From an optimization exercise on the open Yosys and OpenROAD flow, aimed at small area and a short achievable clock period; shortcuts taken in it are not production practice. In this exercise RTL edits were held to simulation tests only and were not proved equivalent to the original. No driver is modelled on the clock port, so clocking that relies on it looks cheaper here than on a real chip.

// addmuladd_3_stage_signed_18_bit_xor_reduction
module addmuladd_3_stage_signed_18_bit_xor_reduction(
	input signed [17:0] a,
	input signed [17:0] b,
	input signed [17:0] c,
	input signed [17:0] d,
	output [17:0] out,
	input clk);
	reg [18:0] s_r;
	reg [17:0] b_r;
	reg [17:0] c_r;
	always @(posedge clk) begin
		s_r <= {d[17], d} + {a[17], a};
		b_r <= b;
		c_r <= c;
	end
	wire one0;
	wire two0;
	wire neg0;
	wire pp0_0;
	wire pp0_1;
	wire pp0_2;
	wire pp0_3;
	wire pp0_4;
	wire pp0_5;
	wire pp0_6;
	wire pp0_7;
	wire pp0_8;
	wire pp0_9;
	wire pp0_10;
	wire pp0_11;
	wire pp0_12;
	wire pp0_13;
	wire pp0_14;
	wire pp0_15;
	wire pp0_16;
	wire pp0_17;
	wire pp0_18;
	wire pp0_19;
	wire one1;
	wire two1;
	wire neg1;
	wire pp1_0;
	wire pp1_1;
	wire pp1_2;
	wire pp1_3;
	wire pp1_4;
	wire pp1_5;
	wire pp1_6;
	wire pp1_7;
	wire pp1_8;
	wire pp1_9;
	wire pp1_10;
	wire pp1_11;
	wire pp1_12;
	wire pp1_13;
	wire pp1_14;
	wire pp1_15;
	wire pp1_16;
	wire pp1_17;
	wire pp1_18;
	wire pp1_19;
	wire one2;
	wire two2;
	wire neg2;
	wire pp2_0;
	wire pp2_1;
	wire pp2_2;
	wire pp2_3;
	wire pp2_4;
	wire pp2_5;
	wire pp2_6;
	wire pp2_7;
	wire pp2_8;
	wire pp2_9;
	wire pp2_10;
	wire pp2_11;
	wire pp2_12;
	wire pp2_13;
	wire pp2_14;
	wire pp2_15;
	wire pp2_16;
	wire pp2_17;
	wire pp2_18;
	wire pp2_19;
	wire one3;
	wire two3;
	wire neg3;
	wire pp3_0;
	wire pp3_1;
	wire pp3_2;
	wire pp3_3;
	wire pp3_4;
	wire pp3_5;
	wire pp3_6;
	wire pp3_7;
	wire pp3_8;
	wire pp3_9;
	wire pp3_10;
	wire pp3_11;
	wire pp3_12;
  ...
For scale: ~1800 cells after synthesis, ~130 flip-flops, about 91 I/O pins.
clock: 10.0 ns
lec_check: 0
abc_area: 1
cap_margin: 20
core_margin: 2
core_utilization: 40
slew_margin: 20
standard.sh (not shown) runs the stock make flow with config.mk's settings and CLKGATE_MAP_FILE= SYNTH_SCRIPT=/design/flow/synth_recipe.tcl, a recipe that flattens the netlist after the stock synthesis.
==> flow/flow/run.sh <==
#!/bin/bash
set -o pipefail
export SETUP_SLACK_MARGIN=6.0
bash standard.sh > standard_flow.log 2>&1
Change:
==> flow/run.sh (new file) <==
#!/bin/bash
# synth_recipe.tcl (not shown) runs the flow's synth.tcl, then flattens the netlist and writes it again
# the make line also repeats each setting of config.mk as NAME=value (left out here)
make -C /OpenROAD-flow-scripts/flow DESIGN_CONFIG=/design/flow/config.mk WORK_HOME=/design/flow/orfs CLKGATE_MAP_FILE= SYNTH_SCRIPT=/design/flow/synth_recipe.tcl finish
ABC_AREA = unset   (was 1)
removed: flow/flow/run.sh
removed: flow/standard.sh
After rerunning: Wire length increases by roughly a tenth. Non-clock buffer count decreases by 23. Cell area increases by a few percent. Hold slack loses 4.6 ps. Die area increases by a little under a tenth. Cell count increases slightly.

---

run 1:
Another version of the RTL of addmuladd_3_stage_signed_18_bit_xor_reduction (not shown whole).
Size: roughly 91 I/O pins, ~0.014 sq mm of cells after synthesis.
clock: 10.0 ns
lec_check: 0
abc_area: 1
cap_margin: 20
core_margin: 2
core_utilization: 40
cts_buf_list: sky130_fd_sc_hd__clkbuf_4 sky130_fd_sc_hd__clkbuf_8
slew_margin: 20
==> flow/flow/run.sh <==
#!/bin/bash
# The standard layout (standard.sh), with these changes:
#  - after the standard synthesis, inverters around full-adder cells are removed by
#    flipping the polarity of full adders (invopt.py); registers are not touched;
#  - ports are buffered with buf_1 cells (the resizer upsizes them where timing needs it);
#  - timing repair aims at a larger setup margin than the design's clock needs, so
#    the layout is optimised for the period it achieves.
set -euo pipefail
MARGIN=6.5
R=$PWD/orfs/results/sky130hd/addmuladd_3_stage_signed_18_bit_xor_reduction/base
bash standard.sh $R/1_2_yosys.v > synth.log 2>&1
cp $R/1_2_yosys.v $R/1_2_yosys_std.v
python3 flow/invopt.py $R/1_2_yosys_std.v $R/1_2_yosys.v > invopt.log 2>&1
bash standard.sh SETUP_SLACK_MARGIN=$MARGIN "BUFFER_PORTS_ARGS=-buffer_cell sky130_fd_sc_hd__buf_1" finish > layout.log 2>&1
Other scripts of this flow, unchanged in this note and not shown: flow/flow/invopt.py
The inputs of run 2 differ from those of run 1 as listed below.
- removing CTS_BUF_LIST (formerly sky130_fd_sc_hd__clkbuf_4 sky130_fd_sc_hd__clkbuf_8)
Results
Sort run 2 and run 1 by met1 global-route usage, descending, and run 2 comes first.
Cell area in run 2 is 1.3% higher than in run 1
Number of vias per cell after detailed routing delta (run 2 -> run 1): insignificant
Run 2: worst setup slack lower than run 1
Taking run 1 as the reference point, the tightest hold margin of run 2 falls by 0.0074 ns.
Going from run 1 to run 2, share of the cycle needed by the critical path after routing grows by 0.25 points.

---

JK:
addmuladd_3_stage_signed_18_bit_xor_reduction, a different RTL version from the one above (not shown whole).
Size: ~1500 cells after synthesis.
Design addmuladd_3_stage_signed_18_bit_xor_reduction, start of the top module:
module addmuladd_3_stage_signed_18_bit_xor_reduction(
	input signed [17:0] a,
	input signed [17:0] b,
	input signed [17:0] c,
	input signed [17:0] d,
	output [17:0] out,
	input clk);
Settings: LEC_CHECK=0, ABC_AREA=1, CAP_MARGIN=20, CORE_MARGIN=2, CORE_UTILIZATION=40, CTS_BUF_LIST=sky130_fd_sc_hd__clkbuf_4 sky130_fd_sc_hd__clkbuf_8, SLEW_MARGIN=20; clock period 10.0 ns.
==> flow/flow/run.sh <==
#!/bin/bash
# The standard layout (standard.sh), with these changes:
#  - after the standard synthesis, inverters around full-adder cells are removed by
#    flipping the polarity of full adders (invopt2.py); registers are not touched;
#  - ports are buffered with buf_1 cells (the resizer upsizes them where timing needs it);
#  - timing repair aims at a larger setup margin than the design's clock needs, so
#    the layout is optimised for the period it achieves.
set -euo pipefail
MARGIN=6.6
R=$PWD/orfs/results/sky130hd/addmuladd_3_stage_signed_18_bit_xor_reduction/base
bash standard.sh $R/1_2_yosys.v > synth.log 2>&1
cp $R/1_2_yosys.v $R/1_2_yosys_std.v
python3 flow/invopt2.py $R/1_2_yosys_std.v $R/1_2_yosys.v > invopt.log 2>&1
bash standard.sh SETUP_SLACK_MARGIN=$MARGIN "BUFFER_PORTS_ARGS=-buffer_cell sky130_fd_sc_hd__buf_1" finish > layout.log 2>&1
Other scripts of this flow, unchanged in this note and not shown: flow/flow/invopt2.py
Setup changes, JK to MS
# JK
export LEC_CHECK = 0
export ABC_AREA = 1
export CAP_MARGIN = 20
export CORE_MARGIN = 2
export CORE_UTILIZATION = 40
export CTS_BUF_LIST = sky130_fd_sc_hd__clkbuf_4 sky130_fd_sc_hd__clkbuf_8
export SLEW_MARGIN = 20
create_clock -name core_clock -period 10.0 [get_ports {clk}]
# MS
export LEC_CHECK = 0
export ABC_AREA = 1
export CAP_MARGIN = 20
export CORE_MARGIN = 2
export CORE_UTILIZATION = 55
export CTS_BUF_LIST = sky130_fd_sc_hd__clkbuf_4 sky130_fd_sc_hd__clkbuf_8
export SLEW_MARGIN = 20
create_clock -name core_clock -period 10.0 [get_ports {clk}]
diff --git a/flow/flow/run.sh b/flow/flow/run.sh
--- a/flow/flow/run.sh
+++ b/flow/flow/run.sh
@@ -7,5 +7,5 @@
 #    the layout is optimised for the period it achieves.
 set -euo pipefail
-MARGIN=6.6
+MARGIN=6.8
 R=$PWD/orfs/results/sky130hd/addmuladd_3_stage_signed_18_bit_xor_reduction/base
 bash standard.sh $R/1_2_yosys.v > synth.log 2>&1
## What came out
MS finished end to end and its layout was clean on timing, DRC and antenna. Between JK and MS, the cell count went down. Going from JK to MS, critical path depth rose 12, number of rows in the core area fell 15%, maximum number of pins on one net before global-route repair about even. Relative to JK, area of all placed cells without fillers decreased by 110 um2 in MS. Re I/O pin count: no difference whatsoever between JK and MS. The fraction of the cycle the final worst path needs of MS is lower than that of JK. Total length of routed wires (MS vs. JK) decreases slightly.
Relative to MS, the following input files were edited for AL:
# MS
export LEC_CHECK = 0
export ABC_AREA = 1
export CAP_MARGIN = 20
export CORE_MARGIN = 2
export CORE_UTILIZATION = 55
export CTS_BUF_LIST = sky130_fd_sc_hd__clkbuf_4 sky130_fd_sc_hd__clkbuf_8
export SLEW_MARGIN = 20
create_clock -name core_clock -period 10.0 [get_ports {clk}]
# AL
export LEC_CHECK = 0
export ABC_AREA = 1
export CAP_MARGIN = 20
export CORE_MARGIN = 2
export CORE_UTILIZATION = 40
export CTS_BUF_LIST = sky130_fd_sc_hd__clkbuf_4 sky130_fd_sc_hd__clkbuf_8
export SLEW_MARGIN = 20
create_clock -name core_clock -period 10.0 [get_ports {clk}]
diff --git a/flow/flow/run.sh b/flow/flow/run.sh
--- a/flow/flow/run.sh
+++ b/flow/flow/run.sh
@@ -12,3 +12,3 @@
 cp $R/1_2_yosys.v $R/1_2_yosys_std.v
 python3 flow/invopt2.py $R/1_2_yosys_std.v $R/1_2_yosys.v > invopt.log 2>&1
-bash standard.sh SETUP_SLACK_MARGIN=$MARGIN "BUFFER_PORTS_ARGS=-buffer_cell sky130_fd_sc_hd__buf_1" finish > layout.log 2>&1
+bash standard.sh PRE_CTS_TCL=$PWD/flow/pre_cts.tcl SETUP_SLACK_MARGIN=$MARGIN "BUFFER_PORTS_ARGS=-buffer_cell sky130_fd_sc_hd__buf_1" finish > layout.log 2>&1
==> flow/flow/pre_cts.tcl (new file) <==
set_max_fanout 10 [current_design]
repair_design
==> notes.md <==
- The highest clock frequency the design can meet of AL falls short of that of MS by about 0.3%.
- Sort AL and MS by critical path depth, descending, and MS comes first.
- Initial antenna violation count: AL vs MS identical
- Comparing the two runs side by side, AL comes out behind MS on minimum period implied by the final worst setup slack.
- Final instance count without filler cells in AL is 245 above MS.

[re-timing with driven ports]
The flow's constraints put no driver on any port. The routed layouts listed below were extracted and timed again, unchanged, in two steps. Step 1, drivers: a clkbuf_16 drives clk and a buf_2 each remaining input, both assumed. Step 2 times the ports against the registers' clock, not the clock port: input delays grow and output delays shrink by t, the midpoint of the rising clock arrivals with the driver on. a / b / c = ideal / step 1 / step 2; a / b = the first two.
run | t (ns) | setup slack, ns | worst register clock-pin slew, ns
the first run of note 1 | 0.492 | 6.071 / 6.071 / 5.678 | 0.07 / 0.07
the second run of note 1 | 0.488 | 4.837 / 4.863 / 4.374 | 0.07 / 0.07
run 1 | 0.512 | 6.582 / 6.582 / 6.108 | 0.10 / 0.10
run 2 | 0.476 | 6.557 / 6.557 / 6.128 | 0.07 / 0.07
JK | 0.506 | 6.661 / 6.661 / 6.279 | 0.10 / 0.10
MS | 0.501 | 6.806 / 6.806 / 6.339 | 0.10 / 0.10
AL | 0.614 | 6.796 / 6.796 / 6.290 | 0.08 / 0.08
After both steps every run listed still meets setup and hold. The setup slack of AL, which loses most, moves by 0.000 ns with the drivers and by -0.506 ns with both steps.
